Source: an optimization exercise on an open RTL-to-GDS flow (aim: small area). Production flows keep margins and buffers that such runs may drop.
Where RTL was checked, it was by simulation tests only, not by an equivalence proof against the original.
The flow treats the clock pin as an ideal source, which a real chip does not have.
Power and IR drop assume default switching activity.

== job 1307 ==
## VectorAccumulate
module VectorAccumulate #(
    parameter vector_length = 7,
    parameter data_width = 16
) (
    input wire clk,
    input wire [vector_length*data_width-1: 0] vector_in,
    output wire [data_width+$clog2(vector_length)-1: 0] vector_sum
);
Settings: LEC_CHECK=0, CAP_MARGIN=20, CORE_MARGIN=2, CORE_UTILIZATION=40, SLEW_MARGIN=20; clock period 4.0 ns.
standard.sh (not shown) runs the stock make flow with config.mk's settings and CLKGATE_MAP_FILE= SYNTH_SCRIPT=/design/flow/synth_recipe.tcl, a recipe that flattens the netlist after the stock synthesis.
==> flow/flow/run.sh <==
#!/bin/bash
# The standard layout (standard.sh), with two changes to how it is made:
#  - Yosys's synth runs without its early "abc -fast" pass (-noabc), so that extract_fa
#    finds the design's full and half adders in their plain form and maps them to
#    fa/ha cells without inverters on their pins;
#  - every input and output port still gets a buffer, but a buf_1 rather than the
#    delay-buffer cell buffer_ports picks by default.
set -euo pipefail
export SYNTH_ARGS="-noabc"
export BUFFER_PORTS_ARGS="-buffer_cell sky130_fd_sc_hd__buf_1"
bash standard.sh > standard.log 2>&1
Job 1307 reached the final stage; the timing, DRC and antenna checks on its layout passed.
## Diff of input files: job 1961 against job 1307
diff --git a/flow/flow/run.sh b/flow/flow/run.sh
--- a/flow/flow/run.sh
+++ b/flow/flow/run.sh
@@ -10,2 +10,3 @@
 export BUFFER_PORTS_ARGS="-buffer_cell sky130_fd_sc_hd__buf_1"
+export CTS_ARGS="-sink_clustering_enable -repair_clock_nets -dont_use_dummy_load -buf_list sky130_fd_sc_hd__clkbuf_2 -root_buf sky130_fd_sc_hd__clkbuf_4 -sink_clustering_size 20"
 bash standard.sh > standard.log 2>&1
Notes after the runs:
- Sort job 1961 and job 1307 by number of filler cells placed in the layout, ascending, and job 1307 comes first.
- Job 1307 -> job 1961: register bit count reported by yosys delta 0, exact match
- The routed wire length number comes out higher for job 1307 vs job 1961.
- Start point of the critical path: vector_in[0] -> job 1961, vector_in[11] -> job 1307
- Number of cells on the critical path came out exactly the same in job 1961 and job 1307.
Edits applied to the flow inputs when going from job 1961 to job 887:
diff --git a/flow/flow/run.sh b/flow/flow/run.sh
--- a/flow/flow/run.sh
+++ b/flow/flow/run.sh
@@ -10,3 +10,3 @@
 export BUFFER_PORTS_ARGS="-buffer_cell sky130_fd_sc_hd__buf_1"
-export CTS_ARGS="-sink_clustering_enable -repair_clock_nets -dont_use_dummy_load -buf_list sky130_fd_sc_hd__clkbuf_2 -root_buf sky130_fd_sc_hd__clkbuf_4 -sink_clustering_size 20"
+export CTS_ARGS="-sink_clustering_enable -repair_clock_nets -dont_use_dummy_load -buf_list sky130_fd_sc_hd__clkbuf_4 -root_buf sky130_fd_sc_hd__clkbuf_4"
 bash standard.sh > standard.log 2>&1
==> comparison <==
Diff job 1961..job 887 | I/O pin count | unchanged
Job 1961 and job 887 ended up with nearly the same final critical-path required period.
Reported for job 1961 and job 887, instance count of the mapped netlist turned out identical to the last digit.
Comparing job 1961 against job 887, there is no change at all in vertical die dimension.
No functional check of the RTL was part of any run of this note.

* * *

## exp/nickel
Another version of the RTL of VectorAccumulate (not shown whole).
Size in the first run: ~69 flip-flops, ~130 I/O pins, roughly 3300 µm² of cells after synthesis.
Settings: LEC_CHECK=0, CAP_MARGIN=20, CORE_MARGIN=2, CORE_UTILIZATION=40, SLEW_MARGIN=20; clock period 4.0 ns.
==> flow/flow/run.sh <==
#!/bin/bash
# The standard layout (standard.sh) with these changes to how it is made:
#  - Yosys's synth runs without its early "abc -fast" pass (-noabc), so that extract_fa
#    finds the design's full and half adders in their plain form and maps them to
#    fa/ha cells without inverters on their pins;
#  - every input and output port still gets a buffer, but a buf_1 rather than the
#    delay-buffer cell buffer_ports picks by default;
#  - clock tree synthesis uses clkbuf_4 buffers and no dummy loads.
# standard.sh's make output goes to standard.log; ORFS writes each step's log under orfs/logs.
set -euo pipefail
export SYNTH_ARGS="-noabc"
export BUFFER_PORTS_ARGS="-buffer_cell sky130_fd_sc_hd__buf_1"
export CTS_ARGS="-sink_clustering_enable -repair_clock_nets -dont_use_dummy_load -buf_list sky130_fd_sc_hd__clkbuf_8 -root_buf sky130_fd_sc_hd__clkbuf_8 -sink_buffer_max_cap_derate 1.0 -sink_clustering_size 69 -sink_clustering_max_diameter 500"
bash standard.sh > standard.log 2>&1
Both conditions hold for exp/nickel: the flow ran to the end and the final layout passed the timing, DRC and antenna checks.
Modified inputs, exp/violet compared to exp/nickel
-- flow/flow/run.sh --
<<< exp/nickel, line 12
export BUFFER_PORTS_ARGS="-buffer_cell sky130_fd_sc_hd__buf_1"
export CTS_ARGS="-sink_clustering_enable -repair_clock_nets -dont_use_dummy_load -buf_list sky130_fd_sc_hd__clkbuf_8 -root_buf sky130_fd_sc_hd__clkbuf_8 -sink_buffer_max_cap_derate 1.0 -sink_clustering_size 69 -sink_clustering_max_diameter 500"
bash standard.sh > standard.log 2>&1
>>> exp/violet, line 12
export BUFFER_PORTS_ARGS="-buffer_cell sky130_fd_sc_hd__buf_1"
export CTS_ARGS="-repair_clock_nets -dont_use_dummy_load -buf_list sky130_fd_sc_hd__clkbuf_4 -root_buf sky130_fd_sc_hd__clkbuf_4 -sink_clustering_size 35 -sink_clustering_max_diameter 150"
bash standard.sh > standard.log 2>&1
Results
Power after layout, exp/violet vs exp/nickel: down by a few percent. Changes observed in exp/violet relative to exp/nickel: flip-flop and latch count stayed essentially flat, maximum net fanout on the critical path stayed essentially flat, met3 wire length rose by about 0.6%.
The inputs of exp/garnet differ from those of exp/violet as listed below.
-- flow/flow/run.sh --
<<< exp/violet, line 12
export BUFFER_PORTS_ARGS="-buffer_cell sky130_fd_sc_hd__buf_1"
export CTS_ARGS="-repair_clock_nets -dont_use_dummy_load -buf_list sky130_fd_sc_hd__clkbuf_4 -root_buf sky130_fd_sc_hd__clkbuf_4 -sink_clustering_size 35 -sink_clustering_max_diameter 150"
bash standard.sh > standard.log 2>&1
>>> exp/garnet, line 12
export BUFFER_PORTS_ARGS="-buffer_cell sky130_fd_sc_hd__buf_1"
export CTS_ARGS="-sink_clustering_enable -repair_clock_nets -dont_use_dummy_load -buf_list sky130_fd_sc_hd__clkbuf_4 -root_buf sky130_fd_sc_hd__clkbuf_4 -sink_clustering_levels 1 -sink_clustering_size 35 -sink_clustering_max_diameter 150"
bash standard.sh > standard.log 2>&1
### Flow results
exp/violet → exp/garnet: relative area change from synthesis to final layout neither gained nor lost much; final design instance area without fill now sits at about the same level; placement row count held steady; power density of the placed cells closely matched the old numbers.

* * *

Another version of the RTL of VectorAccumulate (not shown whole).
Size: ~170 cells after synthesis, ~0.0033 mm² of cells after synthesis.
export LEC_CHECK = 0
export CAP_MARGIN = 20
export CORE_MARGIN = 2
export CORE_UTILIZATION = 40
export SLEW_MARGIN = 20
create_clock -name core_clock -period 4.0 [get_ports {clk}]
==> flow/flow/run.sh <==
#!/bin/bash
# The standard layout (standard.sh) with these changes to how it is made:
#  - Yosys's synth runs without its early "abc -fast" pass (-noabc), so that extract_fa
#    finds the design's full and half adders in their plain form and maps them to
#    fa/ha cells without inverters on their pins;
#  - every input and output port still gets a buffer, but a buf_1 rather than the
#    delay-buffer cell buffer_ports picks by default;
#  - clock tree synthesis uses clkbuf_4 buffers and no dummy loads.
# standard.sh's make output goes to standard.log; ORFS writes each step's log under orfs/logs.
set -euo pipefail
export SYNTH_ARGS="-noabc"
export BUFFER_PORTS_ARGS="-buffer_cell sky130_fd_sc_hd__buf_1"
export CTS_ARGS="-sink_clustering_enable -repair_clock_nets -dont_use_dummy_load -buf_list sky130_fd_sc_hd__clkbuf_4 -root_buf sky130_fd_sc_hd__clkbuf_4"
bash standard.sh > standard.log 2>&1
The baseline produced a clean layout.
Edit:
--- a/flow/flow/run.sh
+++ b/flow/flow/run.sh
@@ -10,4 +10,5 @@
 set -euo pipefail
 export SYNTH_ARGS="-noabc"
+export REMOVE_ABC_BUFFERS=1
 export BUFFER_PORTS_ARGS="-buffer_cell sky130_fd_sc_hd__buf_1"
 export CTS_ARGS="-sink_clustering_enable -repair_clock_nets -dont_use_dummy_load -buf_list sky130_fd_sc_hd__clkbuf_4 -root_buf sky130_fd_sc_hd__clkbuf_4"
After rerunning: The changed run completed without violations; total power grows by 0.40%; final area shrinks by 0.69%; sequential cell count does not change; combinational power grows by about 2%; via count shrinks by 1.2%; worst setup slack got worse by 0.16 ns; core utilization shrinks by 0.35 points; non-clock buffer count is unchanged; wire length grows by 1.7%; area after synthesis stays the same; count of clock-buffer cells in the layout does not change.
Edit:
--- a/flow/flow/run.sh
+++ b/flow/flow/run.sh
@@ -4,4 +4,8 @@
 #    finds the design's full and half adders in their plain form and maps them to
 #    fa/ha cells without inverters on their pins;
+#  - the floorplan step skips its pre-placement timing repair (REMOVE_ABC_BUFFERS=1; the
+#    netlist has no abc buffers to remove). That repair sees ideal clocks and no wires and
+#    upsizes adders that the later, propagated-clock repairs after CTS and global routing
+#    find they do not need;
 #  - every input and output port still gets a buffer, but a buf_1 rather than the
 #    delay-buffer cell buffer_ports picks by default;
--- a/flow/config.mk
+++ b/flow/config.mk
@@ -8,4 +8,5 @@
 export CAP_MARGIN = 20
 export CORE_MARGIN = 2
-export CORE_UTILIZATION = 40
+export CORE_UTILIZATION = 60
+export PLACE_DENSITY = 0.75
 export SLEW_MARGIN = 20
Effect: The changed run went through all stages and came out clean. Final area shrinks by about 0.8%. Synthesized area stays the same. Power grows by 0.57%. Setup slack improved by 0.031 ns. Clock power barely changes. Final cell count shrinks by 7.8%.
Edit:
--- a/flow/config.mk
+++ b/flow/config.mk
@@ -8,5 +8,4 @@
 export CAP_MARGIN = 20
 export CORE_MARGIN = 2
-export CORE_UTILIZATION = 60
-export PLACE_DENSITY = 0.75
+export CORE_UTILIZATION = 40
 export SLEW_MARGIN = 20
=> The new run passed the timing, DRC and antenna checks; worst setup slack gets worse by 0.031 ns; global-route usage came out lower by 6.7 points; hold slack degrades by 0.014 ns; sequential share of layout area drops by 0.24 points; cell area increases by about 0.8%; via count drops by 3.0%; power falls by 0.56%; critical path depth does not change; synthesized area does not change; cell count increases by about 8%.

## afterwards: timing with drivers on the ports
In the flow no input, the clock included, has a driving cell. The finished layouts below were timed again as built, in two steps.
Step 1 (the two cells are an assumption about what drives the block):
set clk [get_ports {clk}]
set_driving_cell -lib_cell sky130_fd_sc_hd__clkbuf_16 $clk
set_driving_cell -lib_cell sky130_fd_sc_hd__buf_2 [delete_from_list [all_inputs] $clk]
Step 2 moves the port delays by t, midway between the first and last clock arrival at a register: inputs arrive t later, outputs are due t later. That takes back most of the time a late clock gives input paths.
Slacks: no drivers / after step 1 / after step 2; pairs: no drivers / after step 1.
run | t, ns | slack for setup (ns) | hold WS [ns]
job 1307 | 0.354 | 0.784 / 0.789 / 0.435 | 0.326 / 0.326 / 0.326
job 1961 | 0.402 | 0.828 / 0.834 / 0.432 | 0.325 / 0.325 / 0.325
job 887 | 0.402 | 0.828 / 0.834 / 0.432 | 0.325 / 0.325 / 0.325
exp/nickel | 0.343 | 0.336 / 0.337 / -0.005 | 0.314 / 0.314 / 0.314
exp/violet | 0.392 | 0.402 / 0.402 / 0.010 | 0.314 / 0.314 / 0.314
exp/garnet | 0.392 | 0.402 / 0.402 / 0.010 | 0.314 / 0.314 / 0.314
the first run of note 3 | 0.392 | 0.228 / 0.231 / -0.162 | 0.294 / 0.294 / 0.294
the second run of note 3 | 0.395 | 0.069 / 0.070 / -0.325 | 0.308 / 0.308 / 0.308
the third run of note 3 | 0.373 | 0.100 / 0.103 / -0.271 | 0.321 / 0.321 / 0.321
the fourth run of note 3 | 0.395 | 0.069 / 0.070 / -0.325 | 0.308 / 0.308 / 0.308
Met with ideal ports but missed after step 2: setup timing in 5 of these runs.
